What follows belongs to an exercise in optimizing a design on an open flow for small area and a short achievable clock period; a production flow would make more cautious choices.
Function was checked by simulation only, so behaviour that the tests miss may differ from the original.

==> design.v <==
module ENIGMA(
	clk,
	rst_n,
	in_valid,
	in_valid_2,
	crypt_mode,
	code_in,
	out_code,
	out_valid
);
input clk;
input rst_n;
input in_valid;
input in_valid_2;
input crypt_mode;
input [5:0] code_in;
output reg out_valid;
output reg [5:0] out_code;
integer i, g, k;
function [2:0] grp_src;
	input [2:0] ty;
	input [2:0] p;
	begin
		case (ty)
			3'd1: grp_src = p ^ 3'd1;
			3'd2: grp_src = p ^ 3'd2;
			3'd3: grp_src = (p == 3'd0 || p == 3'd7) ? p : (p <= 3'd3 ? p + 3'd3 : p - 3'd3);
			3'd4: grp_src = p ^ 3'd4;
			3'd5: grp_src = (p == 3'd3 || p == 3'd4) ? p : (p <= 3'd2 ? p + 3'd5 : p - 3'd5);
			3'd6: case (p)
					3'd0: grp_src = 3'd6; 3'd1: grp_src = 3'd7; 3'd2: grp_src = 3'd3; 3'd3: grp_src = 3'd2;
					3'd4: grp_src = 3'd5; 3'd5: grp_src = 3'd4; 3'd6: grp_src = 3'd0; default: grp_src = 3'd1;
				  endcase
			3'd7: grp_src = 3'd7 - p;
			default: grp_src = p;
		endcase
	end
endfunction
reg iv, iv2;
reg cm;
reg [5:0] code;
always @(posedge clk or negedge rst_n) begin
	if (!rst_n) begin
		iv  <= 1'b0;
		iv2 <= 1'b0;
	end else begin
		iv  <= in_valid;
		iv2 <= in_valid_2;
	end
end
always @(posedge clk) begin
	cm   <= crypt_mode;
	code <= code_in;
end
reg [6:0] cnt;
reg mode;
always @(posedge clk or negedge rst_n) begin
	if (!rst_n) cnt <= 7'd0;
	else if (iv) cnt <= cnt + 7'd1;
	else cnt <= 7'd0;
end
always @(posedge clk or negedge rst_n) begin
	if (!rst_n) mode <= 1'b0;
	else if (iv && cnt == 7'd0) mode <= cm;
end
reg [5:0] ra [0:63];         
reg [5:0] rb [0:63];         
wire loadA = iv & ~cnt[6];
always @(posedge clk) begin
	for (i = 0; i < 63; i = i + 1)
		ra[i] <= ra[i + 1];
	ra[63] <= loadA ? code : ra[0];
end
always @(posedge clk) begin
	for (g = 0; g < 8; g = g + 1) begin
		for (k = 0; k < 7; k = k + 1)
			rb[8 * g + k] <= rb[8 * g + k + 1];
		rb[8 * g + 7] <= (iv && cnt[6] && cnt[5:3] == g) ? code : rb[8 * g];
	end
end
reg [5:0] ro_lag;
reg [1:0] sh_r;
reg [2:0] pt [0:7];          
reg [2:0] qt [0:7];          
wire [5:0] ro_off = ro_lag + 6'd1 + {4'd0, sh_r};
reg v1;
always @(posedge clk or negedge rst_n) begin
	if (!rst_n) v1 <= 1'b0;
	else v1 <= iv2;
end
wire [5:0] w = code - ro_off;
wire [3:0] wb = w[5:2];
wire [3:0] wb1 = w[5:2] - 4'd1;
reg [5:0] win [0:7];         
reg [5:0] cand [0:3];        
always @(*) begin
	for (k = 0; k < 4; k = k + 1) begin
		win[4 + k] = ra[{wb, k[1:0]}];
		win[k]     = ra[{wb1, k[1:0]}];
	end
end
always @(posedge clk) begin
	for (k = 0; k < 4; k = k + 1)
		cand[k] <= win[{1'b1, w[1:0]} - k];
end
wire [5:0] s2 = cand[sh_r];
reg [5:0] bg [0:7];
always @(*) begin
	for (k = 0; k < 8; k = k + 1)
		bg[k] = rb[{s2[5:3], k[2:0]}];
end
reg [2:0] bs [0:3];
always @(*) begin
	for (k = 0; k < 4; k = k + 1)
		bs[k] = pt[cand[k][2:0]];
end
wire [2:0] bslot = bs[sh_r];
wire [5:0] s3 = bg[bslot];
wire [5:0] s4 = ~s3;
wire [63:0] hit;
genvar gi;
generate for (gi = 0; gi < 64; gi = gi + 1) begin : cam_b
	assign hit[gi] = (rb[gi] == s4);
end endgenerate
reg [7:0] hit_slot;
reg [7:0] hit_grp;
reg [2:0] s5lo;
always @(*) begin
	for (k = 0; k < 8; k = k + 1) begin
		hit_slot[k] = hit[k] | hit[8 + k] | hit[16 + k] | hit[24 + k] |
		              hit[32 + k] | hit[40 + k] | hit[48 + k] | hit[56 + k];
		hit_grp[k]  = |hit[8 * k +: 8];
	end
	s5lo = 3'd0;
	for (k = 0; k < 8; k = k + 1)
		s5lo = s5lo | ({3{hit_slot[k]}} & qt[k]);
end
wire [2:0] s5hi = {hit_grp[4] | hit_grp[5] | hit_grp[6] | hit_grp[7],
                   hit_grp[2] | hit_grp[3] | hit_grp[6] | hit_grp[7],
                   hit_grp[1] | hit_grp[3] | hit_grp[5] | hit_grp[7]};
wire [5:0] s5 = {s5hi, s5lo};
wire [1:0] sh = mode ? s5[1:0] : s2[1:0];
wire [2:0] ty = mode ? s4[2:0] : s3[2:0];
always @(posedge clk) begin
	if (iv) begin
		ro_lag <= 6'd63;
		sh_r   <= 2'd0;
		for (k = 0; k < 8; k = k + 1) begin
			pt[k] <= k;
			qt[k] <= k;
		end
	end else begin
		ro_lag <= ro_off;
		sh_r   <= v1 ? sh : 2'd0;
		for (k = 0; k < 8; k = k + 1) begin
			pt[k] <= (v1 ? pt[grp_src(ty, k)] : pt[k]) - 3'd1;
			qt[k] <= v1 ? grp_src(ty, qt[(k + 1) % 8]) : qt[(k + 1) % 8];
		end
	end
end
reg v2;
reg [5:0] s5_r;
reg [5:0] off_r;
always @(posedge clk or negedge rst_n) begin
	if (!rst_n) v2 <= 1'b0;
	else v2 <= v1;
end
always @(posedge clk) begin
	s5_r  <= s5;
	off_r <= ro_off + 6'd1;
end
reg [5:0] hitA;
always @(*) begin
	hitA = 6'd0;
	for (k = 0; k < 64; k = k + 1)
		if (ra[k] == s5_r) hitA = hitA | k;
end
wire [5:0] s6 = hitA + off_r;
always @(posedge clk or negedge rst_n) begin
	if (!rst_n) begin
		out_valid <= 1'b0;
		out_code  <= 6'd0;
	end else begin
		out_valid <= v2;
		out_code  <= v2 ? s6 : 6'd0;
	end
end
endmodule
==> flow/run.sh <==
#!/bin/bash
set -euo pipefail
bash standard.sh finish SETUP_SLACK_MARGIN=10 > make_finish.log 2>&1
==> standard.sh <==
#!/bin/bash
# synth_recipe.tcl (not shown) runs the flow's synth.tcl, then flattens the netlist and writes it again
# the make line also repeats each setting of config.mk as NAME=value (left out here)
make -C /OpenROAD-flow-scripts/flow DESIGN_CONFIG=/design/flow/config.mk WORK_HOME=/design/flow/orfs CLKGATE_MAP_FILE= SYNTH_SCRIPT=/design/flow/synth_recipe.tcl "${@:-finish}"
==> config.mk <==
export PLATFORM = sky130hd
export DESIGN_NAME = ENIGMA
export DESIGN_NICKNAME = ENIGMA
export VERILOG_FILES = /design/flow/design.v
export SDC_FILE = /design/flow/constraint.sdc
export NUM_CORES = 4
export LEC_CHECK = 0
export CAP_MARGIN = 20
export CORE_MARGIN = 2
export CORE_UTILIZATION = 45
export PLACE_DENSITY = 0.6
export SLEW_MARGIN = 20
export TNS_END_PERCENT = 5
==> constraint.sdc <==
create_clock -name core_clock -period 15.0 [get_ports {clk}]
set_input_delay 3.0000 -clock core_clock [delete_from_list [all_inputs] [get_ports {clk}]]
set_output_delay 3.0000 -clock core_clock [all_outputs]
set_load 0.01 [all_outputs]
==> flow_summary.json, run 1 <==
{
  "fin_crit_ns": 5.36,
  "max-clock-path-buffers": 3,
  "reg2reg_from": "s5_r[4]",
  "finalSetupViolCount": 0,
  "cts_tree": "built",
  "worst_hold_startpoint": "iv2",
  "dp_slack_ns": 7.10,
  "hold_violations": 0,
  "core.rowCount": 112,
  "holdCritPathClass": "flop to flop",
  "die_h_microns": 312,
  "end_kind": "flop",
  "design_area_sq_mm": 0.0490,
  "yosys_warnings": 9,
  "fmax_mhz": 187,
  "slew_violations": 0,
  "antenna_found_initial": 12,
  "tns_ns": 0,
  "fin_skew_ns": 0.0307,
  "status": "complete, no violations",
  "synth_area_sq_mm": 0.0426,
  "cts_max_level": 3,
  "rsz0062_at_grt": "yes",
  "dpl_cell_area_sq_mm": 0.0438,
  "initial_utilization": 0.456,
  "register_area_sq_mm": 0.0179,
  "synth.distinct_cells": 89,
  "tightest_slew_ns": 1.32,
  "drive_above_1_share": 0.135,
  "crit_type": "flop to flop",
  "ys_ff_latch": 886,
  "track_usage": 0.388,
  "period_share": 0.357,
  "drc": 0,
  "io_pins": 18,
  "place.gp.congestion": 1.05,
  "wl_per_cell_microns": 34.6,
  "grt_max_degree": 68,
  "numPortBuffers": 17,
  "ys_async_sr_fraction": 0.0214,
  "avgSynthCellArea_sq_um": 9.80,
  "die_x_microns": 312,
  "drtPass1Iterations": 8,
  "nFillCells": 8519,
  "ant_nets": 0,
  "cp-start-kind": "flop",
  "fin_nets": 4395,
  "clk_pin_slew_worst_paths_ns": 0.06,
  "hold-path-endpoint": "v1",
  "numCtsBuffers": 95,
  "vias": 37500,
  "hold-worst-slack_ns": 0.350,
  "cp.required_ns": 15.58,
  "routed_wl_microns": 195000,
  "hold_path_depth": 0,
  "reg2reg_slack_ns": 9.64,
  "drtIter0Drc": 5679,
  "crit_fanout": 43,
  "die_area_sq_mm": 0.0973,
  "multi_input_area_sq_mm": 0.0241,
  "root_buffer": "clkbuf_16",
  "synth-main-ff-cell": "dfxtp_1",
  "via_per_inst": 6.65,
  "core_sq_mm": 0.0936,
  "synthCells": 4352,
  "dp_hpwl_microns": 137000,
  "slew-limit-headroom": 0.112,
  "cts_sinks": 886,
  "grt_pass1_vias": 35700,
  "arrival_ns": 5.94,
  "setup_ws_ns": 9.64,
  "clock_latency_ns": 0.71,
  "grt_pass1_wl_microns": 272000,
  "grt_overflow": 0,
  "reg2reg_depth": 16,
  "syn_nets": 4445,
  "ys_seq_area_frac": 0.418,
  "reg2reg_to": "out_code[5]",
  "synth-edff-count": 0,
  "area_growth_pct": 15.0,
  "maxCapViolCount": 0
}
==> layout make-up <==
class,count,area share
multi-input combinational,3100,0.492
clock inverter,56,0.0138
tap,1254,0.0320
sequential,886,0.365
clock buffer,117,0.0531
inverter,60,0.00459
antenna,8,0.000408
timing repair buffer,159,0.0398
==> worst max path at each step <==
stage                       start     endpoint  slack (ns)  cells past startpoint
after floorplan           sh_r[1]     pt[2][2]       10.29                     23
after global placement    sh_r[0]      sh_r[1]        7.19                     19
after detailed placement  sh_r[0]      sh_r[1]        7.10                     19
after CTS                 sh_r[0]      sh_r[0]        9.86                     19
after global routing      sh_r[0]      sh_r[0]        9.62                     17
final                     s5_r[4]  out_code[5]        9.64                     16
==> registers in the layout (all words and copies together) (netlist names), 2 cells and up <==
| signal | cells |
|---|---|
| cand | 24 |
| off_r | 6 |
| qt | 24 |
| ra | 384 |
| ro_lag | 6 |
| pt | 24 |
| code | 6 |
| out_code | 6 |
| cnt | 7 |
| sh_r | 2 |
| s5_r | 6 |
| rb | 384 |
==> placed cells by master (no fill, tap or decap), types with 19 or more instances in the layout <==
cell type  instances
clkbuf_16         96
mux4_2            41
clkinv_2          23
xnor2_1          359
a211oi_1          27
o211ai_1          19
a22o_1            71
nor2_1           185
dfxtp_1          844
mux2_2            78
buf_4             83
and3_1            25
a31oi_1           26
nor3_1            77
a222oi_1          29
inv_1             60
o22ai_1           52
nand2b_1          35
nand4_1           99
a32oi_1           20
ha_1              78
a22oi_1          199
mux2i_1          100
a221oi_1          79
nand2_1          205
nand3_1          110
nor2b_1           29
nor4_1            90
xor2_1           438
a21oi_1          154
o21ai_0          112
==> per-stage QoR <==
stage           util  cells
2_1_floorplan      -   4352
3_3_place_gp   0.467   5378
3_5_place_dp   0.467   5378
4_1_cts        0.521   5630
5_1_grt        0.524   5632
6_report       0.524   5640
==> Yosys cell counts, types with 21 or more instances <==
cell | number | share of area
a221oi_1 | 83 | 0.017
nor4_1 | 99 | 0.015
a222oi_1 | 29 | 0.0068
mux2i_1 | 100 | 0.023
nor3_1 | 82 | 0.0096
a32oi_1 | 21 | 0.0043
nor2b_1 | 33 | 0.0048
dfxtp_1 | 867 | 0.41
buf_2 | 60 | 0.0070
nand2_1 | 212 | 0.019
o21ai_0 | 114 | 0.013
a211oi_1 | 32 | 0.0056
a31oi_1 | 29 | 0.0043
xor2_1 | 447 | 0.092
a22oi_1 | 200 | 0.035
a21oi_1 | 157 | 0.018
buf_1 | 40 | 0.0035
mux2_2 | 79 | 0.021
inv_1 | 60 | 0.0053
nand2b_1 | 39 | 0.0057
nand3_1 | 114 | 0.013
nand4_1 | 99 | 0.015
a22o_1 | 71 | 0.015
o22ai_1 | 53 | 0.0078
xnor2_1 | 365 | 0.075
mux4_2 | 40 | 0.021
ha_1 | 79 | 0.023
and3_1 | 25 | 0.0037
clkbuf_1 | 173 | 0.015
nor2_1 | 206 | 0.018
buf_4 | 25 | 0.0044
==> worst max-delay path, cell delays in order (launching register included) <==
cell,delay (ns)
dfxtp_4,0.59
buf_4,0.61
xor2_1,0.31
nor4_1,1.04
nand3_1,0.36
o31ai_1,0.17
nor3_1,0.12
nand3_1,0.22
or3_1,0.22
ha_1,0.25
a21o_1,0.17
a21oi_1,0.24
o21bai_1,0.11
a21oi_1,0.18
xnor2_1,0.21
xnor2_1,0.19
and2_1,0.19
==> cell families after synthesis <==
kind of cell / Yosys count / synth area share
AOI/OAI and AO/OA: 991 / 0.168
xor gates and xnor gates: 812 / 0.167
adders and majority gates: 82 / 0.0246
buffers and inverters: 372 / 0.0393
DFF: 886 / 0.418
muxes: 222 / 0.0663
and+or+nand+nor: 987 / 0.117
==> metal layers <==
metal / part of all wire / GRT usage
met5: 0.000067 / 0
met3: 0.10 / 0.0871
met1: 0.37 / 0.473
met2: 0.44 / 0.592
met4: 0.096 / 0.308
==> what timing repair did <==
item                       4_1_cts  5_1_grt
setup endpoints to repair       81       78
setup buffers                   59        1
pin swaps                       35        3
hold buffers                     0        0
gates cloned                    20        0
gates resized for setup        169       44
==> inputs of run 2 (changes only) <==
--- a/config.mk
+++ b/config.mk
@@ -8,6 +8,7 @@
 export CAP_MARGIN = 20
 export CORE_MARGIN = 2
 export CORE_UTILIZATION = 45
+export CTS_BUF_LIST = sky130_fd_sc_hd__clkbuf_8 sky130_fd_sc_hd__clkbuf_4
 export PLACE_DENSITY = 0.6
 export SLEW_MARGIN = 20
 export TNS_END_PERCENT = 5
==> run 2 against run 1 <==
Still clean on timing, DRC and antenna. Global-route usage up 0.45 points. Via count up 2.1%. Critical path depth unchanged. Hold slack better by 0.0017 ns. Maximum frequency down 0.55%. Area after synthesis unchanged. Setup slack worse by 0.030 ns. Cell count up 2.8%.
==> flow_summary.json, run 2 <==
{
  "grt_pass1_vias": 36500,
  "synth_area_leaders": "dfxtp_1 41%, xor2_1 9.2%, xnor2_1 7.5%",
  "grt_overflow": 0,
  "root_buffer": "clkbuf_8",
  "avgSynthCellArea_sq_um": 9.80,
  "tightest_slew_ns": 1.32,
  "fin_nets": 4505,
  "reg2reg_from": "s5_r[4]",
  "hold-path-endpoint": "rb[33][3]",
  "setup_ws_ns": 9.61,
  "crit_chain": "buf_4, xor2_1, nor4_1, nand3_1, o31ai_1, nor3_1, nand3_1, or3_1, ha_1, a21o_1, a21oi_1, o21bai_1, a21oi_1, xnor2_1, xnor2_1, and2_1",
  "multi_input_area_sq_mm": 0.0246,
  "ys_async_sr_fraction": 0.0214,
  "via_per_inst": 6.60,
  "initial_utilization": 0.456,
  "track_usage": 0.393,
  "finalNonFillerCells": 5798,
  "clk_pin_slew_worst_paths_ns": 0.06,
  "nFillCells": 8394,
  "io_pins": 18,
  "vias": 38300,
  "grt_pass1_wl_microns": 275000,
  "crit_fanout": 43,
  "mostFrequentLayoutCell": "dfxtp_1",
  "crit_buf_inv": 1,
  "maxCapViolCount": 0,
  "crit_family": "simple AND/OR/NAND/NOR gates",
  "yosys_warnings": 9,
  "dp_hpwl_microns": 137000,
  "cts_max_level": 4,
  "core.rowCount": 112,
  "drc": 0,
  "drtIter0Drc": 5856,
  "synthTopCellsByCount": "867 x dfxtp_1, 447 x xor2_1, 365 x xnor2_1",
  "place.gp.congestion": 1.05,
  "fin_skew_ns": 0.0458,
  "antenna_found_initial": 11,
  "area_growth_pct": 18.1,
  "drive_above_1_share": 0.178,
  "dpl_cell_area_sq_mm": 0.0438,
  "hold_path_depth": 0,
  "clock_latency_ns": 0.88,
  "worst_hold_startpoint": "rb[34][3]",
  "hold_violations": 0,
  "fmax_mhz": 186,
  "finalSetupViolCount": 0,
  "wl_per_cell_microns": 34.1,
  "rsz0062_at_grt": "yes",
  "synth-main-ff-cell": "dfxtp_1",
  "drtPass1Iterations": 9,
  "core_sq_mm": 0.0936,
  "cp.required_ns": 15.76,
  "arrival_ns": 6.14,
  "grt_max_degree": 68,
  "ant_nets": 0,
  "synth-edff-count": 0,
  "max-clock-path-buffers": 3,
  "numPortBuffers": 17,
  "ys_seq_area_frac": 0.418,
  "end_kind": "flop",
  "crit_type": "flop to flop",
  "ys_ff_latch": 886,
  "slew_violations": 0,
  "holdCritPathClass": "flop to flop",
  "yosysTopAreaCellShare": 0.407,
  "hold_buffers": 0,
  "numCtsBuffers": 152,
  "status": "complete, no violations",
  "routed_wl_microns": 198000,
  "cp-start-kind": "flop",
  "cts_tree": "built",
  "reg2reg_depth": 16,
  "reg2reg_to": "out_code[5]",
  "period_share": 0.359,
  "synth_area_sq_mm": 0.0426,
  "syn_nets": 4445,
  "register_area_sq_mm": 0.0179,
  "die_area_sq_mm": 0.0973,
  "cp_slowest_cell": "nor4_1",
  "die_h_microns": 312,
  "dp_slack_ns": 7.10,
  "yosysMostFrequentCell": "dfxtp_1",
  "die_x_microns": 312,
  "final_cell_mix": "840 x dfxtp_1, 431 x xor2_1, 357 x xnor2_1",
  "reg2reg_slack_ns": 9.61,
  "slowest_delay_ns": 1.06,
  "yosysTopAreaCell": "dfxtp_1",
  "synth.distinct_cells": 89,
  "fin_crit_ns": 5.39,
  "dpl.cell_count": 5378,
  "slew-limit-headroom": 0.114,
  "cts_sinks": 886,
  "reg_top3": "ra x384, rb x384",
  "synthCells": 4352,
  "tns_ns": 0,
  "design_area_sq_mm": 0.0504
}
[run 2: cell counts after synthesis]
Identical to the previous run, type by type.
[run 2: how the worst max path moves through the flow]
stage / startpoint / endpoint / depth (start not counted)
floorplan: sh_r[1] / pt[2][2] / 23
global placement: sh_r[0] / sh_r[1] / 19
detailed placement: sh_r[0] / sh_r[1] / 19
CTS: sh_r[0] / cand[2][4] / 17
global route: s5_r[4] / out_code[5] / 16
finish: s5_r[4] / out_code[5] / 16
[run 2: what timing repair did]
item,4_1_cts,5_1_grt
buffers inserted,76,29
resized for setup,197,124
cloned,23,5
setup endpoints to repair,81,79
pin swaps,41,27
[run 2: layout make-up]
class,instances,share of cell area
timing repair buffer,211,0.0513
clock inverter,42,0.0101
inverter,60,0.00447
antenna,8,0.000397
multi-input combinational,3101,0.488
clock buffer,236,0.0598
sequential,886,0.355
tap,1254,0.0312
[run 2: routing by layer]
layer | up-vias | share of wire | GRT usage | wire (microns)
met1 | 18500 | 0.36 | 0.469 | 72000
met5 | - | 0.000051 | 0 | 10
met2 | 2844 | 0.43 | 0.595 | 85400
met3 | 806 | 0.11 | 0.0998 | 20900
met4 | 2 | 0.10 | 0.322 | 19700
li1 | 16100 | - | - | -
[run 2: metrics by stage]
step | util | hold WS [ns]
CTS | 0.528 | 0.353
floorplan | - | 0.331
global placement | 0.467 | 0.335
global route | 0.538 | 0.362
detailed placement | 0.467 | 0.339
finish | 0.538 | 0.352
[run 2: cell families after synthesis]
logic type | Yosys count | share of synthesized area
AOI/OAI and AO/OA | 991 | 0.168
xor gates and xnor gates | 812 | 0.167
adders and majority gates | 82 | 0.0246
buffers and inverters | 372 | 0.0393
DFF | 886 | 0.418
muxes | 222 | 0.0663
and+or+nand+nor | 987 | 0.117
==> inputs of run 3 (changes only) <==
--- a/design.v
+++ b/design.v
@@ -79,9 +79,10 @@
 	end
 end
 reg [5:0] ro_lag;
-reg [1:0] sh_r;
+reg [3:0] shh;
 reg [2:0] pt [0:7];          
 reg [2:0] qt [0:7];          
+wire [1:0] sh_r = {shh[2] | shh[3], shh[1] | shh[3]};
 wire [5:0] ro_off = ro_lag + 6'd1 + {4'd0, sh_r};
 reg v1;
 always @(posedge clk or negedge rst_n) begin
@@ -103,18 +104,26 @@
 	for (k = 0; k < 4; k = k + 1)
 		cand[k] <= win[{1'b1, w[1:0]} - k];
 end
-wire [5:0] s2 = cand[sh_r];
+reg [5:0] s2;
+reg [2:0] bslot;
+reg [3:0] s2lo;              
+integer c;
+always @(*) begin
+	s2 = 6'd0;
+	bslot = 3'd0;
+	s2lo = 4'd0;
+	for (c = 0; c < 4; c = c + 1) begin
+		s2 = s2 | ({6{shh[c]}} & cand[c]);
+		bslot = bslot | ({3{shh[c]}} & pt[cand[c][2:0]]);
+		for (k = 0; k < 4; k = k + 1)
+			s2lo[k] = s2lo[k] | (shh[c] & (cand[c][1:0] == k));
+	end
+end
 reg [5:0] bg [0:7];
 always @(*) begin
 	for (k = 0; k < 8; k = k + 1)
 		bg[k] = rb[{s2[5:3], k[2:0]}];
 end
-reg [2:0] bs [0:3];
-always @(*) begin
-	for (k = 0; k < 4; k = k + 1)
-		bs[k] = pt[cand[k][2:0]];
-end
-wire [2:0] bslot = bs[sh_r];
 wire [5:0] s3 = bg[bslot];
 wire [5:0] s4 = ~s3;
 wire [63:0] hit;
@@ -125,6 +134,7 @@
 reg [7:0] hit_slot;
 reg [7:0] hit_grp;
 reg [2:0] s5lo;
+reg [3:0] s5q;               
 always @(*) begin
 	for (k = 0; k < 8; k = k + 1) begin
 		hit_slot[k] = hit[k] | hit[8 + k] | hit[16 + k] | hit[24 + k] |
@@ -132,28 +142,37 @@
 		hit_grp[k]  = |hit[8 * k +: 8];
 	end
 	s5lo = 3'd0;
-	for (k = 0; k < 8; k = k + 1)
+	s5q = 4'd0;
+	for (k = 0; k < 8; k = k + 1) begin
 		s5lo = s5lo | ({3{hit_slot[k]}} & qt[k]);
+		for (c = 0; c < 4; c = c + 1)
+			s5q[c] = s5q[c] | (hit_slot[k] & (qt[k][1:0] == c));
+	end
 end
 wire [2:0] s5hi = {hit_grp[4] | hit_grp[5] | hit_grp[6] | hit_grp[7],
                    hit_grp[2] | hit_grp[3] | hit_grp[6] | hit_grp[7],
                    hit_grp[1] | hit_grp[3] | hit_grp[5] | hit_grp[7]};
 wire [5:0] s5 = {s5hi, s5lo};
-wire [1:0] sh = mode ? s5[1:0] : s2[1:0];
-wire [2:0] ty = mode ? s4[2:0] : s3[2:0];
+wire [3:0] shn = mode ? s5q : s2lo;
+wire [2:0] ty = s3[2:0] ^ {3{mode}};
+reg [2:0] ptd [0:7];
+always @(*) begin
+	for (k = 0; k < 8; k = k + 1)
+		ptd[k] = pt[k] - 3'd1;
+end
 always @(posedge clk) begin
 	if (iv) begin
 		ro_lag <= 6'd63;
-		sh_r   <= 2'd0;
+		shh    <= 4'b0001;
 		for (k = 0; k < 8; k = k + 1) begin
 			pt[k] <= k;
 			qt[k] <= k;
 		end
 	end else begin
 		ro_lag <= ro_off;
-		sh_r   <= v1 ? sh : 2'd0;
+		shh    <= v1 ? shn : 4'b0001;
 		for (k = 0; k < 8; k = k + 1) begin
-			pt[k] <= (v1 ? pt[grp_src(ty, k)] : pt[k]) - 3'd1;
+			pt[k] <= v1 ? ptd[grp_src(ty, k)] : ptd[k];
 			qt[k] <= v1 ? grp_src(ty, qt[(k + 1) % 8]) : qt[(k + 1) % 8];
 		end
 	end
--- a/config.mk
+++ b/config.mk
@@ -7,8 +7,7 @@
 export LEC_CHECK = 0
 export CAP_MARGIN = 20
 export CORE_MARGIN = 2
-export CORE_UTILIZATION = 45
-export CTS_BUF_LIST = sky130_fd_sc_hd__clkbuf_8 sky130_fd_sc_hd__clkbuf_4
-export PLACE_DENSITY = 0.6
+export CORE_UTILIZATION = 25
+export PLACE_DENSITY = 0.4
 export SLEW_MARGIN = 20
 export TNS_END_PERCENT = 5
==> run 3 against run 2 <==
Still clean on timing, DRC and antenna. Hold slack is essentially flat. Area after synthesis is 1.7% higher. Final area rose by 5.9%. Global-route usage is 14 points lower. First-iteration DRC count fell by 12%. Maximum frequency grew 5.6%. Clock skew up 0.018 ns. Critical path type unchanged. Largest cell class unchanged.
==> flow_summary.json, run 3 <==
{
  "hold_violations": 0,
  "yosysTopAreaCellShare": 0.401,
  "utilization": 0.310,
  "clock_latency_ns": 0.78,
  "dpl_cell_area_sq_mm": 0.0460,
  "cp-start-kind": "flop",
  "yosysMostFrequentCell": "dfxtp_1",
  "die_area_sq_mm": 0.177,
  "yosys_warnings": 9,
  "grt_max_degree": 58,
  "die_h_microns": 421,
  "period_share": 0.340,
  "cp.required_ns": 15.56,
  "slowest_delay_ns": 0.74,
  "synthCells": 4467,
  "synth-main-ff-cell": "dfxtp_1",
  "drtPass1Iterations": 9,
  "wl_per_cell_microns": 33.5,
  "reg_top3": "ra x384, rb x384",
  "initial_utilization": 0.252,
  "synth.distinct_cells": 106,
  "ys_async_sr_fraction": 0.0214,
  "dp_hpwl_microns": 165000,
  "cp_slowest_cell": "o21ai_0",
  "crit_buf_inv": 2,
  "final_cell_mix": "851 x dfxtp_1, 501 x xor2_1, 279 x xnor2_1",
  "synth-edff-count": 0,
  "slew_violations": 0,
  "status": "complete, no violations",
  "via_per_inst": 5.63,
  "ys_ff_latch": 888,
  "cts_sinks": 888,
  "crit_fanout": 15,
  "slew-limit-headroom": 0.165,
  "hold_path_depth": 0,
  "drive_above_1_share": 0.179,
  "core.rowCount": 152,
  "fmax_mhz": 196,
  "crit_type": "flop to flop",
  "reg2reg_slack_ns": 9.90,
  "hold-path-endpoint": "v1",
  "tns_ns": 0,
  "holdCritPathClass": "flop to flop",
  "numCtsBuffers": 100,
  "rsz0062_at_grt": "yes",
  "avgSynthCellArea_sq_um": 9.71,
  "design_area_sq_mm": 0.0533,
  "register_area_sq_mm": 0.0179,
  "die_x_microns": 421,
  "place.gp.congestion": 1.01,
  "fin_crit_ns": 5.10,
  "arrival_ns": 5.66,
  "crit_family": "compound AO/OA/AOI/OAI gates",
  "worst_hold_startpoint": "iv2",
  "hold_buffers": 0,
  "end_kind": "flop",
  "max-clock-path-buffers": 3,
  "cts_tree": "built",
  "antenna_found_initial": 13,
  "area_growth_pct": 23.0,
  "synth_area_leaders": "dfxtp_1 40%, xor2_1 11%, xnor2_1 5.7%",
  "drc": 0,
  "root_buffer": "clkbuf_16",
  "nFillCells": 18000,
  "ant_nets": 0,
  "grt_pass1_vias": 37400,
  "crit_chain": "buf_6, a22o_4, o21ai_0, a21o_1, a21oi_1, o32a_1, a22oi_2, o2111ai_4, bufbuf_16, xor2_1, nand3_1, nor4_2, nor4_2, nand2_2, a222oi_1, a41oi_2",
  "multi_input_area_sq_mm": 0.0255,
  "yosysTopAreaCell": "dfxtp_1",
  "grt_overflow": 0,
  "ys_seq_area_frac": 0.412,
  "grt_pass1_wl_microns": 316000,
  "track_usage": 0.253,
  "vias": 38900,
  "synthTopCellsByCount": "869 x dfxtp_1, 520 x xor2_1, 284 x xnor2_1",
  "reg2reg_depth": 16,
  "finalSetupViolCount": 0,
  "io_pins": 18,
  "core_sq_mm": 0.172,
  "mostFrequentLayoutCell": "dfxtp_1",
  "fin_nets": 4600,
  "reg2reg_from": "shh[3]",
  "tightest_slew_ns": 1.24,
  "drtIter0Drc": 5166,
  "maxCapViolCount": 0,
  "syn_nets": 4560,
  "path_common_cell": "nor4_2",
  "fin_skew_ns": 0.0639,
  "numPortBuffers": 17,
  "clk_pin_slew_worst_paths_ns": 0.06,
  "routed_wl_microns": 232000,
  "reg2reg_to": "shh[1]",
  "cts_max_level": 3,
  "synth_area_sq_mm": 0.0434
}
[run 3: cell types whose count changed in the layout (fill, tap and decap cells not counted), sizes merged, moves of 32 or more]
cell | before | now
buf | 178 | 210
clkbuf | 242 | 135
nand3 | 114 | 155
nor4 | 102 | 140
xnor2 | 365 | 287
xor2 | 447 | 522
[run 3: through the flow]
stage | hold WS, ns | setup slack [ns] | instances
finish | 0.352 | 9.90 | 6907
global route | 0.360 | 9.82 | 6905
CTS | 0.355 | 10.0 | 6860
detailed placement | 0.340 | 7.62 | 6592
global placement | 0.337 | 7.40 | 6590
floorplan | 0.331 | 10.50 | 4467
[run 3: kinds of logic (layout without fill, tap and decap cells)]
group	after synthesis	count (layout)	synth area share
AOI/OAI and AO/OA	1090	1090	0.185
xor gates and xnor gates	809	809	0.164
adders and majority gates	82	82	0.0242
buffers and inverters	381	503	0.0399
DFF	888	888	0.412
muxes	192	192	0.0514
other	0	5	0
and+or+nand+nor	1025	1028	0.123
[run 3: what timing repair did]
action / CTS / global route
buffers inserted: 62 / 36
pin swaps: 46 / 31
resized for setup: 307 / 113
gates cloned: 19 / 6
endpoints found under the setup margin: 83 / 78
[run 3: how the worst max path moves through the flow]
stage	start	to	depth (start not counted)
final	shh[3]	shh[1]	16
after global routing	shh[3]	cand[1][4]	20
after detailed placement	cand[1][0]	shh[1]	15
after CTS	cand[1][1]	shh[1]	17
after floorplan	shh[3]	cand[3][4]	20
after global placement	cand[1][0]	shh[1]	15
[run 3: routing by layer]
metal	part of all wire	GRT usage
met1	0.42	0.335
met2	0.44	0.397
met3	0.074	0.0383
met4	0.062	0.127
met5	0.000099	0
[run 3: cell type report]
| class | count | share of cell area |
|---|---|---|
| well taps | 2310 | 0.0542 |
| clock buffers | 130 | 0.0536 |
| clock inverters | 57 | 0.0160 |
| inverters | 73 | 0.00518 |
| flip-flops and latches | 888 | 0.336 |
| diodes | 5 | 0.000235 |
| multi-input cells | 3201 | 0.478 |
| repair buffers | 243 | 0.0565 |
==> inputs of run 4 (changes only) <==
--- a/config.mk
+++ b/config.mk
@@ -7,7 +7,7 @@
 export LEC_CHECK = 0
 export CAP_MARGIN = 20
 export CORE_MARGIN = 2
-export CORE_UTILIZATION = 25
-export PLACE_DENSITY = 0.4
+export CORE_UTILIZATION = 60
+export PLACE_DENSITY = 0.75
 export SLEW_MARGIN = 20
 export TNS_END_PERCENT = 5
==> run 4 against run 3 <==
First-iteration DRC count increased by 57%. Cell count decreased by 21%. Die area decreased by 58%. Maximum frequency decreased by 2.1%. Highest routed layer unchanged. Clock skew decreased by 0.038 ns. Still clean. Hold slack improved by 0.0024 ns. Count of clock-buffer cells in the layout decreased by 8.
==> flow_summary.json, run 4 <==
{
  "synth_area_sq_mm": 0.0434,
  "die_h_microns": 273,
  "ys_seq_area_frac": 0.412,
  "max-clock-path-buffers": 3,
  "yosysMostFrequentCell": "dfxtp_1",
  "initial_utilization": 0.607,
  "root_buffer": "clkbuf_16",
  "tightest_slew_ns": 1.18,
  "antenna_found_initial": 10,
  "core.rowCount": 98,
  "synth-main-ff-cell": "dfxtp_1",
  "dpl_cell_area_sq_mm": 0.0441,
  "track_usage": 0.513,
  "cp.required_ns": 15.56,
  "rsz0062_at_grt": "yes",
  "dpl.cell_count": 5207,
  "fin_nets": 4526,
  "ys_async_sr_fraction": 0.0214,
  "multi_input_area_sq_mm": 0.0254,
  "register_area_sq_mm": 0.0179,
  "die_x_microns": 273,
  "finalNonFillerCells": 5459,
  "synthCells": 4467,
  "clock_latency_ns": 0.68,
  "grt_pass1_vias": 37600,
  "numPortBuffers": 17,
  "io_pins": 18,
  "nFillCells": 5358,
  "grt_max_degree": 64,
  "crit_fanout": 13,
  "fin_crit_ns": 5.21,
  "synth_area_leaders": "dfxtp_1 40%, xor2_1 11%, xnor2_1 5.7%",
  "cts_sinks": 888,
  "yosys_warnings": 9,
  "area_growth_pct": 15.5,
  "hold_violations": 0,
  "grt_pass1_wl_microns": 277000,
  "wl_per_cell_microns": 36.8,
  "arrival_ns": 5.77,
  "synth.distinct_cells": 106,
  "dp_hpwl_microns": 137000,
  "reg_top3": "ra x384, rb x384",
  "status": "complete, no violations",
  "final_cell_mix": "848 x dfxtp_1, 492 x xor2_1, 278 x xnor2_1",
  "avgSynthCellArea_sq_um": 9.71,
  "finalSetupViolCount": 0,
  "slew_violations": 0,
  "fmax_mhz": 192,
  "core_sq_mm": 0.0715,
  "numCtsBuffers": 91,
  "holdCritPathClass": "flop to flop",
  "synth-edff-count": 0,
  "design_area_sq_mm": 0.0501,
  "slew-limit-headroom": 0.211,
  "hold_buffers": 0,
  "cp-start-kind": "flop",
  "mostFrequentLayoutCell": "dfxtp_1",
  "drtPass1Iterations": 10,
  "routed_wl_microns": 201000,
  "tns_ns": 0,
  "synthTopCellsByCount": "869 x dfxtp_1, 520 x xor2_1, 284 x xnor2_1",
  "cts_tree": "built",
  "yosysTopAreaCellShare": 0.401,
  "fin_skew_ns": 0.0262,
  "end_kind": "flop",
  "drc": 0,
  "clk_pin_slew_worst_paths_ns": 0.06,
  "cts_max_level": 3,
  "die_area_sq_mm": 0.0744,
  "vias": 40800,
  "period_share": 0.347,
  "crit_type": "flop to flop",
  "drtIter0Drc": 8092,
  "syn_nets": 4560,
  "grt_overflow": 0,
  "drive_above_1_share": 0.158,
  "yosysTopAreaCell": "dfxtp_1",
  "maxCapViolCount": 0,
  "ys_ff_latch": 888,
  "place.gp.congestion": 1.21,
  "ant_nets": 0,
  "via_per_inst": 7.48
}
## run 4: cell counts after synthesis
Identical to the previous run, type by type.
## run 4: worst paths after layout
path | from | to | slack [ns] | cells after the start
setup / recovery | cand[2][1] | shh[2] | 9.79 | 18
hold / removal | iv2 | v1 | 0.35 | 0
setup reg to reg | cand[2][1] | shh[2] | 9.79 | 18
hold reg to reg | iv2 | v1 | 0.35 | 0
max in group asynchronous | rst_n | iv | 11.46 | 1
min in group asynchronous | rst_n | out_code[5] | 2.88 | 1
## run 4: worst max-delay path, stage by stage, from the launching register on
cell       delay (ns)
dfxtp_2          0.50
nor2_1           0.18
a32oi_1          0.38
a41oi_4          0.32
or4_4            0.69
a211oi_4         0.23
buf_4            0.20
o21ai_2          0.09
a41oi_4          0.23
buf_4            0.18
buf_6            0.19
xor2_1           0.22
nand4_1          0.41
nor3_2           0.37
nor4_2           0.06
buf_4            0.16
a21boi_1         0.27
a2111oi_4        0.09
a41oi_2          0.30
## run 4: through the flow
stage | hold WS, ns | utilization | worst slack [ns]
final | 0.354 | 0.700 | 9.79
after detailed placement | 0.336 | 0.617 | 8.04
after global placement | 0.333 | 0.617 | 8.12
after floorplan | 0.331 | - | 10.50
after CTS | 0.355 | 0.675 | 9.85
after global routing | 0.362 | 0.700 | 9.81
## run 4: layout make-up
cell class | count | share of cell area
Inverter | 73 | 0.00547
Antenna cell | 3 | 0.000150
Clock buffer | 122 | 0.0517
Multi-Input combinational cell | 3203 | 0.508
Timing Repair Buffer | 176 | 0.0389
Tap cell | 950 | 0.0237
Clock inverter | 44 | 0.0138
Sequential cell | 888 | 0.358
## run 4: kinds of logic after synthesis
group | share of synthesized area
DFF | 0.412
muxes | 0.0514
xor gates and xnor gates | 0.164
AOI/OAI and AO/OA | 0.185
and+or+nand+nor | 0.123
adders and majority gates | 0.0242
buffers and inverters | 0.0399
## run 4: repair_timing
action	CTS	global route
pin swaps	13	51
hold endpoints to repair	0	0
gates resized for setup	115	241
setup endpoints to repair	83	83
setup buffers	17	44
cloned	7	13
## run 4: metal layers
| metal | wire length (microns) | vias up | share of wire | GRT usage |
|---|---|---|---|---|
| li1 | - | 16400 | - | - |
| met1 | 66500 | 19200 | 0.33 | 0.610 |
| met5 | 101 | - | 0.00050 | 0.00257 |
| met2 | 83000 | 3940 | 0.41 | 0.761 |
| met3 | 27300 | 1253 | 0.14 | 0.152 |
| met4 | 23900 | 12 | 0.12 | 0.437 |
==> inputs of run 5 (changes only) <==
--- a/config.mk
+++ b/config.mk
@@ -7,7 +7,7 @@
 export LEC_CHECK = 0
 export CAP_MARGIN = 20
 export CORE_MARGIN = 2
-export CORE_UTILIZATION = 60
-export PLACE_DENSITY = 0.75
+export CORE_UTILIZATION = 45
+export PLACE_DENSITY = 0.6
 export SLEW_MARGIN = 20
 export TNS_END_PERCENT = 5
==> run 5 against run 4 <==
Cell count rose by 6.1%. Non-clock buffer count rose by 12. Critical endpoint is now shh[3]. Largest cell class unchanged. Highest routed layer unchanged. Critical path type unchanged.
==> flow_summary.json, run 5 <==
{
  "dp_slack_ns": 7.84,
  "final_cell_mix": "852 x dfxtp_1, 493 x xor2_1, 279 x xnor2_1",
  "synth_area_sq_mm": 0.0434,
  "initial_utilization": 0.455,
  "drc": 0,
  "wl_per_cell_microns": 36.9,
  "hold_buffers": 0,
  "crit_type": "flop to flop",
  "avgSynthCellArea_sq_um": 9.71,
  "numCtsBuffers": 95,
  "dp_hpwl_microns": 154000,
  "synth_area_leaders": "dfxtp_1 40%, xor2_1 11%, xnor2_1 5.7%",
  "clk_pin_slew_worst_paths_ns": 0.06,
  "ys_async_sr_fraction": 0.0214,
  "yosysMostFrequentCell": "dfxtp_1",
  "synth-main-ff-cell": "dfxtp_1",
  "root_buffer": "clkbuf_16",
  "yosysTopAreaCell": "dfxtp_1",
  "synth-edff-count": 0,
  "area_growth_pct": 17.1,
  "grt_overflow": 0,
  "grt_pass1_wl_microns": 290000,
  "fin_skew_ns": 0.0395,
  "drtPass1Iterations": 7,
  "drtIter0Drc": 7083,
  "synth.distinct_cells": 106,
  "holdCritPathClass": "flop to flop",
  "clock_latency_ns": 0.70,
  "ant_nets": 0,
  "fin_crit_ns": 5.10,
  "hold-worst-slack_ns": 0.352,
  "antenna_found_initial": 10,
  "maxCapViolCount": 0,
  "arrival_ns": 5.63,
  "max-clock-path-buffers": 3,
  "cp-start-kind": "flop",
  "via_per_inst": 6.96,
  "tns_ns": 0,
  "setup_ws_ns": 9.90,
  "ys_ff_latch": 888,
  "synthCells": 4467,
  "die_area_sq_mm": 0.0989,
  "nFillCells": 8604,
  "grt_pass1_vias": 36400,
  "io_pins": 18,
  "fin_nets": 4542,
  "cts_sinks": 888,
  "fmax_mhz": 196,
  "tightest_slew_ns": 1.30,
  "slew-limit-headroom": 0.131,
  "register_area_sq_mm": 0.0179,
  "numPortBuffers": 17,
  "cts_max_level": 3,
  "track_usage": 0.413,
  "die_h_microns": 314,
  "rsz0062_at_grt": "yes",
  "multi_input_area_sq_mm": 0.0255,
  "grt_max_degree": 61,
  "utilization": 0.533,
  "core_sq_mm": 0.0953,
  "core.rowCount": 113,
  "cts_tree": "built",
  "status": "complete, no violations",
  "end_kind": "flop",
  "hold_violations": 0,
  "cp.required_ns": 15.53,
  "routed_wl_microns": 214000,
  "ys_seq_area_frac": 0.412,
  "mostFrequentLayoutCell": "dfxtp_1",
  "place.gp.congestion": 1.11,
  "vias": 40300,
  "synthTopCellsByCount": "869 x dfxtp_1, 520 x xor2_1, 284 x xnor2_1",
  "period_share": 0.340,
  "yosys_warnings": 9,
  "drive_above_1_share": 0.162,
  "syn_nets": 4560,
  "finalSetupViolCount": 0,
  "die_x_microns": 314,
  "slew_violations": 0,
  "yosysTopAreaCellShare": 0.401,
  "reg_top3": "ra x384, rb x384",
  "crit_fanout": 21
}
-- run 5: cell counts after synthesis --
Identical to the previous run, type by type.
-- run 5: layout make-up --
class                      count  share of cell area
clock buffer                 123              0.0527
inverter                      73             0.00540
tap                         1265              0.0312
antenna                        3            0.000148
multi-input combinational   3203               0.501
clock inverter                50              0.0113
sequential                   888               0.353
timing repair buffer         188              0.0453
-- run 5: cells by family (layout without fill, tap and decap cells) --
group	count (synthesis)	after routing	synth area share
compound gates	1090	1090	0.185
other cells	0	3	0
buf+inv	381	434	0.0399
xor+xnor	809	810	0.164
flops	888	888	0.412
fa+ha+maj	82	82	0.0242
simple gates	1025	1029	0.123
mux	192	192	0.0514
-- run 5: metrics by stage --
stage          instance area [sq um]  std cells
2_1_floorplan                  43400       4467
3_3_place_gp                   44600       5528
3_5_place_dp                   44600       5529
4_1_cts                        49400       5757
5_1_grt                        50800       5790
6_report                       50800       5793
-- run 5: layer usage --
layer  vias to the layer above  GRT usage  routed length, microns
li1                      16400          -                       -
met1                     19600      0.570                   85500
met2                      3529      0.572                   84200
met3                       716      0.156                   32000
met4                        14      0.168                   11600
met5                         -     0.0174                     341
-- run 5: what timing repair did --
action,CTS,global route
gates resized for setup,185,177
pin swaps,28,31
endpoints found under the setup margin,84,78
buffers inserted,43,24
cloned,12,9
-- run 5: worst paths after layout --
path | startpoint | to | slack (ns) | depth (start not counted)
worst max-delay path | shh[2] | shh[3] | 9.90 | 19
worst min-delay path | rb[37][3] | rb[36][3] | 0.35 | 0
worst max register to register | shh[2] | shh[3] | 9.90 | 19
worst min register to register | rb[37][3] | rb[36][3] | 0.35 | 0
max in group asynchronous | rst_n | v1 | 12.35 | 1
min in group asynchronous | rst_n | iv | 2.27 | 1
-- run 5: critical path, cell delays in order, from the launching register on --
cell and delay [ns]:
dfxtp_1 0.30, buf_4 0.20, a22o_2 0.34, nor2_4 0.13, buf_12 0.20, buf_16 0.22
mux2_2 0.35, a22oi_1 0.19, o22ai_1 0.13, o211ai_1 0.42, a31oi_4 0.21, nor2_8 0.31
buf_12 0.15, buf_16 0.16, xor2_1 0.33, nor4_4 0.12, nor4_4 0.35, nand2_2 0.18
a222oi_1 0.41, a41oi_1 0.16
==> inputs of run 6 (changes only) <==
--- a/config.mk
+++ b/config.mk
@@ -8,6 +8,8 @@
 export CAP_MARGIN = 20
 export CORE_MARGIN = 2
 export CORE_UTILIZATION = 45
+export CTS_CLUSTER_DIAMETER = 100
+export CTS_CLUSTER_SIZE = 24
 export PLACE_DENSITY = 0.6
 export SLEW_MARGIN = 20
 export TNS_END_PERCENT = 5
==> run 6 against run 5 <==
Routed wire length shrank 0.45%. Critical path depth down 2. Via count fell by 0.97%. Register-to-register slack improved by 0.06 ns. Count of clock-buffer cells in the layout fell by 70. Hold slack improved by 0.0063 ns. Global-route usage fell by 0.30 points. Flip-flop and latch count did not move. Area after synthesis unchanged.
==> flow_summary.json, run 6 <==
{
  "routed_wl_microns": 213000,
  "yosysMostFrequentCell": "dfxtp_1",
  "max-clock-path-buffers": 3,
  "yosys_warnings": 9,
  "crit_type": "flop to flop",
  "crit_family": "compound AO/OA/AOI/OAI gates",
  "yosysTopAreaCell": "dfxtp_1",
  "worst_hold_startpoint": "rb[37][3]",
  "root_buffer": "clkbuf_16",
  "hold-path-endpoint": "rb[36][3]",
  "fmax_mhz": 198,
  "multi_input_area_sq_mm": 0.0256,
  "area_growth_pct": 13.3,
  "finalNonFillerCells": 5691,
  "dp_hpwl_microns": 154000,
  "grt_pass1_vias": 36100,
  "synth-main-ff-cell": "dfxtp_1",
  "cts_tree": "built",
  "arrival_ns": 5.64,
  "initial_utilization": 0.455,
  "vias": 39900,
  "dpl.cell_count": 5529,
  "numCtsBuffers": 45,
  "core.rowCount": 113,
  "grt_pass1_wl_microns": 289000,
  "synthCells": 4467,
  "avgSynthCellArea_sq_um": 9.71,
  "track_usage": 0.410,
  "status": "complete, no violations",
  "clk_pin_slew_worst_paths_ns": 0.10,
  "drtPass1Iterations": 10,
  "synthTopCellsByCount": "869 x dfxtp_1, 520 x xor2_1, 284 x xnor2_1",
  "antenna_found_initial": 10,
  "cp_slowest_cell": "xor2_1",
  "wl_per_cell_microns": 37.4,
  "path_common_cell": "buf_4",
  "mostFrequentLayoutCell": "dfxtp_1",
  "crit_fanout": 17,
  "clock_latency_ns": 0.69,
  "ys_seq_area_frac": 0.412,
  "reg2reg_depth": 17,
  "cp-start-kind": "flop",
  "cp.required_ns": 15.60,
  "synth.distinct_cells": 106,
  "syn_nets": 4560,
  "die_h_microns": 314,
  "holdCritPathClass": "flop to flop",
  "cts_max_level": 2,
  "final_cell_mix": "851 x dfxtp_1, 486 x xor2_1, 277 x xnor2_1",
  "slew_violations": 0,
  "via_per_inst": 7.01,
  "drtIter0Drc": 7351,
  "drc": 0,
  "synth_area_sq_mm": 0.0434,
  "slew-limit-headroom": 0.182,
  "ant_nets": 0,
  "reg2reg_to": "shh[0]",
  "rsz0062_at_grt": "yes",
  "fin_skew_ns": 0.0410,
  "reg2reg_slack_ns": 9.96,
  "grt_max_degree": 61,
  "tightest_slew_ns": 1.22,
  "reg2reg_from": "cand[1][2]",
  "crit_chain": "or3_1, o21ai_0, o22a_2, buf_4, a21oi_4, a221oi_1, o211ai_1, buf_4, clkbuf_16, xor2_1, nand3_1, nor4_1, nor4_2, nand2_2, buf_4, a21oi_1, a31oi_1",
  "period_share": 0.336,
  "maxCapViolCount": 0,
  "fin_crit_ns": 5.04,
  "hold_violations": 0,
  "hold_path_depth": 0,
  "nFillCells": 8764,
  "yosysTopAreaCellShare": 0.401,
  "io_pins": 18,
  "cp.depth": 17,
  "end_kind": "flop",
  "drive_above_1_share": 0.150,
  "register_area_sq_mm": 0.0179,
  "slowest_delay_ns": 0.50,
  "place.gp.congestion": 1.11,
  "ys_ff_latch": 888,
  "numPortBuffers": 17,
  "die_area_sq_mm": 0.0989,
  "core_sq_mm": 0.0953,
  "ys_async_sr_fraction": 0.0214,
  "die_x_microns": 314,
  "fin_nets": 4499,
  "synth-edff-count": 0,
  "finalSetupViolCount": 0,
  "reg_top3": "ra x384, rb x384",
  "grt_overflow": 0,
  "cts_sinks": 888,
  "crit_buf_inv": 4,
  "tns_ns": 0,
  "synth_area_leaders": "dfxtp_1 40%, xor2_1 11%, xnor2_1 5.7%"
}
run 6: worst max-delay path by stage:
stage / endpoint / start
after floorplan: cand[3][4] / shh[3]
after CTS: cand[0][2] / shh[3]
after global placement: shh[1] / shh[0]
final: shh[0] / cand[1][2]
after detailed placement: shh[2] / shh[0]
after global routing: shh[3] / cand[1][1]
run 6: cell type report:
type                       count  share of cell area
multi-input combinational   3202               0.521
antenna                        4            0.000204
inverter                      73             0.00558
clock buffer                  53              0.0244
tap                         1265              0.0322
clock inverter                10             0.00252
timing repair buffer         196              0.0487
sequential                   888               0.365
run 6: logic make-up (layout without fill, tap and decap cells):
family                     Yosys count  after routing  synth area share
AOI/OAI and AO/OA                 1090           1090             0.185
and+or+nand+nor                   1025           1028             0.123
muxes                              192            192            0.0514
adders and majority gates           82             82            0.0242
DFF                                888            888             0.412
buffers and inverters              381            332            0.0399
other                                0              4                 0
xor gates and xnor gates           809            810             0.164
run 6: stage by stage:
| stage | setup slack, ns | hold slack (ns) | instance area, sq um | utilization |
|---|---|---|---|---|
| after floorplan | 10.50 | 0.331 | 43400 | - |
| after CTS | 9.93 | 0.359 | 47500 | 0.499 |
| after global placement | 7.69 | 0.337 | 44600 | 0.468 |
| final | 9.96 | 0.359 | 49100 | 0.515 |
| after detailed placement | 7.84 | 0.342 | 44600 | 0.468 |
| after global routing | 9.88 | 0.363 | 49100 | 0.515 |
run 6: layer usage:
metal | share of wire | GRT usage | wire, microns
met1 | 0.40 | 0.566 | 84200
met2 | 0.39 | 0.571 | 83300
met3 | 0.15 | 0.155 | 32700
met4 | 0.056 | 0.160 | 11900
met5 | 0.0021 | 0.0102 | 437
run 6: timing repair:
| action | in CTS | in global routing |
|---|---|---|
| gates resized for setup | 193 | 203 |
| pin swaps | 25 | 33 |
| cloned | 12 | 10 |
| buffers inserted | 34 | 39 |
| endpoints found under the setup margin | 84 | 80 |
| hold buffers | 0 | 0 |
==> inputs of run 7 (changes only) <==
==> flow/run.sh (replaced) <==
#!/bin/bash
set -euo pipefail
bash standard.sh finish SETUP_SLACK_MARGIN=11 > make_finish.log 2>&1
==> run 7 against run 6 <==
Still clean. Flip-flop and latch count stayed put. Clock skew increased by 0.014 ns. Sequential share of layout area down 1.5 points.
==> flow_summary.json, run 7 <==
{
  "final_cell_mix": "844 x dfxtp_1, 459 x xor2_1, 274 x xnor2_1",
  "finalSetupViolCount": 0,
  "ant_nets": 0,
  "die_area_sq_mm": 0.0989,
  "synth_area_sq_mm": 0.0434,
  "grt_max_degree": 64,
  "dpl.cell_count": 5522,
  "grt_pass1_wl_microns": 286000,
  "die_x_microns": 314,
  "fin_skew_ns": 0.0545,
  "fin_crit_ns": 4.94,
  "reg2reg_to": "shh[0]",
  "holdCritPathClass": "flop to flop",
  "yosysTopAreaCellShare": 0.401,
  "maxCapViolCount": 0,
  "mostFrequentLayoutCell": "dfxtp_1",
  "reg2reg_depth": 19,
  "cts_tree": "built",
  "drc": 0,
  "cp.required_ns": 15.53,
  "synth.distinct_cells": 106,
  "grt_pass1_vias": 37400,
  "finalNonFillerCells": 5791,
  "arrival_ns": 5.48,
  "die_h_microns": 314,
  "routed_wl_microns": 209000,
  "register_area_sq_mm": 0.0179,
  "place.gp.congestion": 1.07,
  "max-clock-path-buffers": 3,
  "synthCells": 4467,
  "multi_input_area_sq_mm": 0.0264,
  "period_share": 0.330,
  "cts_max_level": 2,
  "vias": 40400,
  "clock_latency_ns": 0.68,
  "synth-edff-count": 0,
  "core.rowCount": 113,
  "utilization": 0.538,
  "hold-path-endpoint": "rb[28][3]",
  "antenna_found_initial": 9,
  "area_growth_pct": 18.2,
  "end_kind": "flop",
  "wl_per_cell_microns": 36.1,
  "hold_path_depth": 0,
  "tns_ns": 0,
  "design_area_sq_mm": 0.0513,
  "hold_violations": 0,
  "synth-main-ff-cell": "dfxtp_1",
  "ys_async_sr_fraction": 0.0214,
  "avgSynthCellArea_sq_um": 9.71,
  "startpoint": "cand[1][2]",
  "numPortBuffers": 17,
  "synth_area_leaders": "dfxtp_1 40%, xor2_1 11%, xnor2_1 5.7%",
  "via_per_inst": 6.98,
  "numCtsBuffers": 45,
  "root_buffer": "clkbuf_16",
  "synthTopCellsByCount": "869 x dfxtp_1, 520 x xor2_1, 284 x xnor2_1",
  "yosysTopAreaCell": "dfxtp_1",
  "dpl_cell_area_sq_mm": 0.0447,
  "reg_top3": "ra x384, rb x384",
  "drtIter0Drc": 6951,
  "status": "complete, no violations",
  "crit_fanout": 15,
  "ys_seq_area_frac": 0.412,
  "worst_hold_startpoint": "rb[29][3]",
  "reg2reg_slack_ns": 10.06,
  "clk_pin_slew_worst_paths_ns": 0.11,
  "initial_utilization": 0.455,
  "cp-start-kind": "flop",
  "drive_above_1_share": 0.185,
  "fin_nets": 4595,
  "io_pins": 18,
  "fmax_mhz": 202,
  "grt_overflow": 0,
  "track_usage": 0.401,
  "rsz0062_at_grt": "yes",
  "yosys_warnings": 9,
  "dp_hpwl_microns": 141000,
  "core_sq_mm": 0.0953,
  "reg2reg_from": "cand[1][2]",
  "nFillCells": 8425,
  "yosysMostFrequentCell": "dfxtp_1",
  "ys_ff_latch": 888,
  "syn_nets": 4560,
  "crit_type": "flop to flop",
  "cts_sinks": 888,
  "slew-limit-headroom": 0.0891,
  "tightest_slew_ns": 1.35,
  "slew_violations": 0,
  "drtPass1Iterations": 7
}
-- run 7: layout make-up --
type                    count  area share
diodes                      7    0.000342
clock buffers              57      0.0236
clock inverters             7     0.00185
inverters                  73     0.00534
multi-input cells        3202       0.514
flip-flops and latches    888       0.350
well taps                1265      0.0309
repair buffers            292      0.0739
-- run 7: worst max-delay path by stage --
stage | to | slack, ns | cells after the start
2_1_floorplan | cand[0][5] | 10.98 | 22
3_5_place_dp | shh[2] | 7.75 | 15
5_1_grt | shh[3] | 10.02 | 19
3_3_place_gp | shh[2] | 7.78 | 15
4_1_cts | cand[1][5] | 10.27 | 22
6_report | shh[0] | 10.06 | 19
-- run 7: per-stage QoR --
stage | hold slack, ns | setup WS [ns]
floorplan | 0.331 | 10.98
global placement | 0.337 | 7.78
detailed placement | 0.348 | 7.75
CTS | 0.361 | 10.27
global route | 0.360 | 10.02
finish | 0.359 | 10.06
-- run 7: cell families (layout without fill, tap and decap cells) --
kind of cell             count (synthesis)  after routing  synth area share
AO/OA/AOI/OAI                         1090           1090             0.185
XOR/XNOR                               809            809             0.164
adder cells (fa/ha/maj)                 82             82            0.0242
buffers and inverters                  381            429            0.0399
flip-flops                             888            888             0.412
multiplexers                           192            192            0.0514
other                                    0              7                 0
AND/OR/NAND/NOR                       1025           1029             0.123
-- run 7: per-layer routing --
| metal | routed length [microns] | GRT usage | vias to the layer above |
|---|---|---|---|
| li1 | - | - | 16500 |
| met1 | 75500 | 0.502 | 19400 |
| met2 | 86800 | 0.601 | 3586 |
| met3 | 26100 | 0.101 | 995 |
| met4 | 20600 | 0.286 | 4 |
| met5 | 27 | 0 | - |
-- run 7: what timing repair did --
action                     in CTS  in global routing
hold endpoints to repair        0                  0
resized for setup             349                198
pin swaps                      53                 59
cloned                         18                 20
setup endpoints to repair      94                 94
buffers inserted               81                 75
hold buffers                    0                  0
-- run 7: critical path: stages, from the launching register on --
cell and delay, ns:
dfxtp_4 0.42, or3_1 0.45, o21ai_1 0.23, a41oi_2 0.08
or4_4 0.58, buf_12 0.16, buf_4 0.15, a2111oi_2 0.29
a22oi_1 0.11, nand4_1 0.16, buf_4 0.19, buf_16 0.19
xor2_1 0.41, nand3_1 0.23, nor4_1 0.37, nor4_2 0.12
buf_4 0.18, a21boi_2 0.20, a2111oi_4 0.07, a31oi_2 0.23
==> inputs of run 8 (changes only) <==
--- a/config.mk
+++ b/config.mk
@@ -8,8 +8,6 @@
 export CAP_MARGIN = 20
 export CORE_MARGIN = 2
 export CORE_UTILIZATION = 45
-export CTS_CLUSTER_DIAMETER = 100
-export CTS_CLUSTER_SIZE = 24
 export PLACE_DENSITY = 0.6
 export SLEW_MARGIN = 20
 export TNS_END_PERCENT = 5
==> run 8 against run 7 <==
Synthesized cell count unchanged. Non-clock buffer count is 1 higher. Final area up 3.3%.
==> flow_summary.json, run 8 <==
{
  "status": "complete, no violations",
  "cp-start-kind": "flop",
  "drive_above_1_share": 0.195,
  "met1_length_microns": 75500,
  "die_area_sq_mm": 0.0989,
  "dp_hpwl_microns": 141000,
  "slew-limit-headroom": 0.243,
  "grt_pass1_vias": 38100,
  "ant_nets": 0,
  "fmax_mhz": 205,
  "max-clock-path-buffers": 3,
  "finalSetupViolCount": 0,
  "synthCells": 4467,
  "crit_fanout": 42,
  "maxCapViolCount": 0,
  "arrival_ns": 5.42,
  "core.rowCount": 113,
  "drtPass1Iterations": 9,
  "cts_sinks": 888,
  "cts_tree": "built",
  "holdCritPathClass": "flop to flop",
  "top_layer_used": "met5",
  "cp.required_ns": 15.53,
  "numPortBuffers": 17,
  "yosysTopAreaCell": "dfxtp_1",
  "die_h_microns": 314,
  "yosys_warnings": 9,
  "slew_violations": 0,
  "period_share": 0.326,
  "mostFrequentLayoutCell": "dfxtp_1",
  "crit_family": "compound AO/OA/AOI/OAI gates",
  "synthTopCellsByCount": "869 x dfxtp_1, 520 x xor2_1, 284 x xnor2_1",
  "antenna_found_initial": 4,
  "synth.distinct_cells": 106,
  "place.gp.congestion": 1.07,
  "yosysMostFrequentCell": "dfxtp_1",
  "slowest_delay_ns": 0.56,
  "cts_max_level": 3,
  "register_area_sq_mm": 0.0179,
  "tightest_slew_ns": 1.13,
  "via_per_inst": 6.92,
  "fin_skew_ns": 0.0323,
  "initial_utilization": 0.455,
  "yosysTopAreaCellShare": 0.401,
  "area_growth_pct": 22.2,
  "clock_latency_ns": 0.72,
  "multi_input_area_sq_mm": 0.0260,
  "grt_overflow": 0,
  "fin_nets": 4645,
  "numCtsBuffers": 96,
  "rsz0062_at_grt": "yes",
  "reg_top3": "ra x384, rb x384",
  "root_buffer": "clkbuf_16",
  "ys_seq_area_frac": 0.412,
  "tns_ns": 0,
  "wl_per_cell_microns": 35.8,
  "wl_met2_microns": 87700,
  "end_kind": "flop",
  "track_usage": 0.408,
  "crit_chain": "nor2_4, ha_4, inv_1, fa_2, inv_2, ha_1, a21o_1, a21o_1, a21o_1, a21o_4, xnor2_4, buf_8, nor3_4, buf_12, a22o_1, a221oi_1, nand3_1, or3_1, o21ai_0, mux2i_1",
  "final_cell_mix": "845 x dfxtp_1, 491 x xor2_1, 272 x xnor2_1",
  "ys_async_sr_fraction": 0.0214,
  "routed_wl_microns": 211000,
  "clk_pin_slew_worst_paths_ns": 0.06
}
run 8: timing repair:
action                                  4_1_cts  5_1_grt
buffers inserted                             86       70
gates resized for setup                     380      119
pin swaps                                    60       42
hold buffers                                  0        0
gates cloned                                 21       16
endpoints found under the setup margin       94       94
run 8: final timing paths:
kind                       cells after the start  slack (ns)    from         end
setup / recovery                              20       10.12  shh[3]  cand[0][0]
max in group asynchronous                      2       12.05   rst_n          iv
setup reg to reg                              20       10.12  shh[3]  cand[0][0]
min in group asynchronous                      2        2.67   rst_n   out_valid
hold / removal                                 0        0.36     iv2          v1
hold reg to reg                                0        0.36     iv2          v1
run 8: final cells by class:
| type | count | area share |
|---|---|---|
| multi-input combinational | 3200 | 0.490 |
| sequential | 888 | 0.339 |
| timing repair buffer | 293 | 0.0728 |
| clock buffer | 135 | 0.0531 |
| tap | 1265 | 0.0299 |
| clock inverter | 42 | 0.0103 |
| inverter | 73 | 0.00517 |
| antenna | 1 | 0.0000472 |
run 8: worst register-to-register path, cell delays in order, from the launching register on:
cell and delay (ns):
dfxtp_4 0.41, nor2_4 0.19, ha_4 0.15, inv_1 0.05, fa_2 0.56, inv_2 0.06
ha_1 0.26, a21o_1 0.17, a21o_1 0.18, a21o_1 0.19, a21o_4 0.24, xnor2_4 0.28
buf_8 0.20, nor3_4 0.06, buf_12 0.19, a22o_1 0.38, a221oi_1 0.21, nand3_1 0.16
or3_1 0.32, o21ai_0 0.21, mux2i_1 0.24
run 8: layer usage:
layer / GRT usage / up-vias
met5: 0 / -
met4: 0.304 / 2
met3: 0.108 / 995
met2: 0.604 / 3578
met1: 0.509 / 19500
li1: - / 16700
run 8: logic make-up after synthesis:
kind of cell               Yosys count  share of synthesized area
buffers and inverters              381                     0.0399
DFF                                888                      0.412
xor gates and xnor gates           809                      0.164
muxes                              192                     0.0514
adders and majority gates           82                     0.0242
AOI/OAI and AO/OA                 1090                      0.185
and+or+nand+nor                   1025                      0.123
run 8: metrics by stage:
step | hold WS (ns) | setup WS [ns] | utilization | cells | instance area [sq um]
after detailed placement | 0.348 | 7.75 | 0.469 | 5522 | 44700
after CTS | 0.362 | 10.34 | 0.538 | 5806 | 51300
after global routing | 0.367 | 9.96 | 0.556 | 5896 | 53000
final | 0.362 | 10.12 | 0.556 | 5897 | 53000
after global placement | 0.337 | 7.78 | 0.469 | 5522 | 44700
after floorplan | 0.331 | 10.98 | - | 4467 | 43700

-- afterwards: timing with drivers on the ports --
How much do the figures lean on ideal ports? The routed layouts below were timed once more, with nothing changed but the port constraints.
Step 1, drivers: a clkbuf_16 drives clk and a buf_2 each remaining input, both assumed.
Step 2 moves the port delays by t, midway between the first and last clock arrival at a register: inputs arrive t later, outputs are due t later. That takes back most of the time a late clock gives input paths.
Slacks: ideal ports / drivers / drivers and shift; pairs: ideal ports / drivers.
run | shift t [ns] | setup slack, ns | worst setup path after step 2 | worst slew at a driven data input, ns
run 1 | 0.770 | 9.643 / 9.643 / 9.643 | register to register | 0.05
run 2 | 0.931 | 9.613 / 9.613 / 9.613 | register to register | 0.05
run 3 | 0.824 | 9.900 / 9.900 / 9.900 | register to register | 0.04
run 4 | 0.738 | 9.789 / 9.789 / 9.789 | register to register | 0.05
run 5 | 0.764 | 9.896 / 9.896 / 9.896 | register to register | 0.15
run 6 | 0.740 | 9.956 / 9.956 / 9.956 | register to register | 0.15
run 7 | 0.726 | 10.056 / 10.056 / 10.056 | register to register | 0.05
run 8 | 0.773 | 10.116 / 10.116 / 10.116 | register to register | 0.05
After both steps every run listed still meets setup and hold.
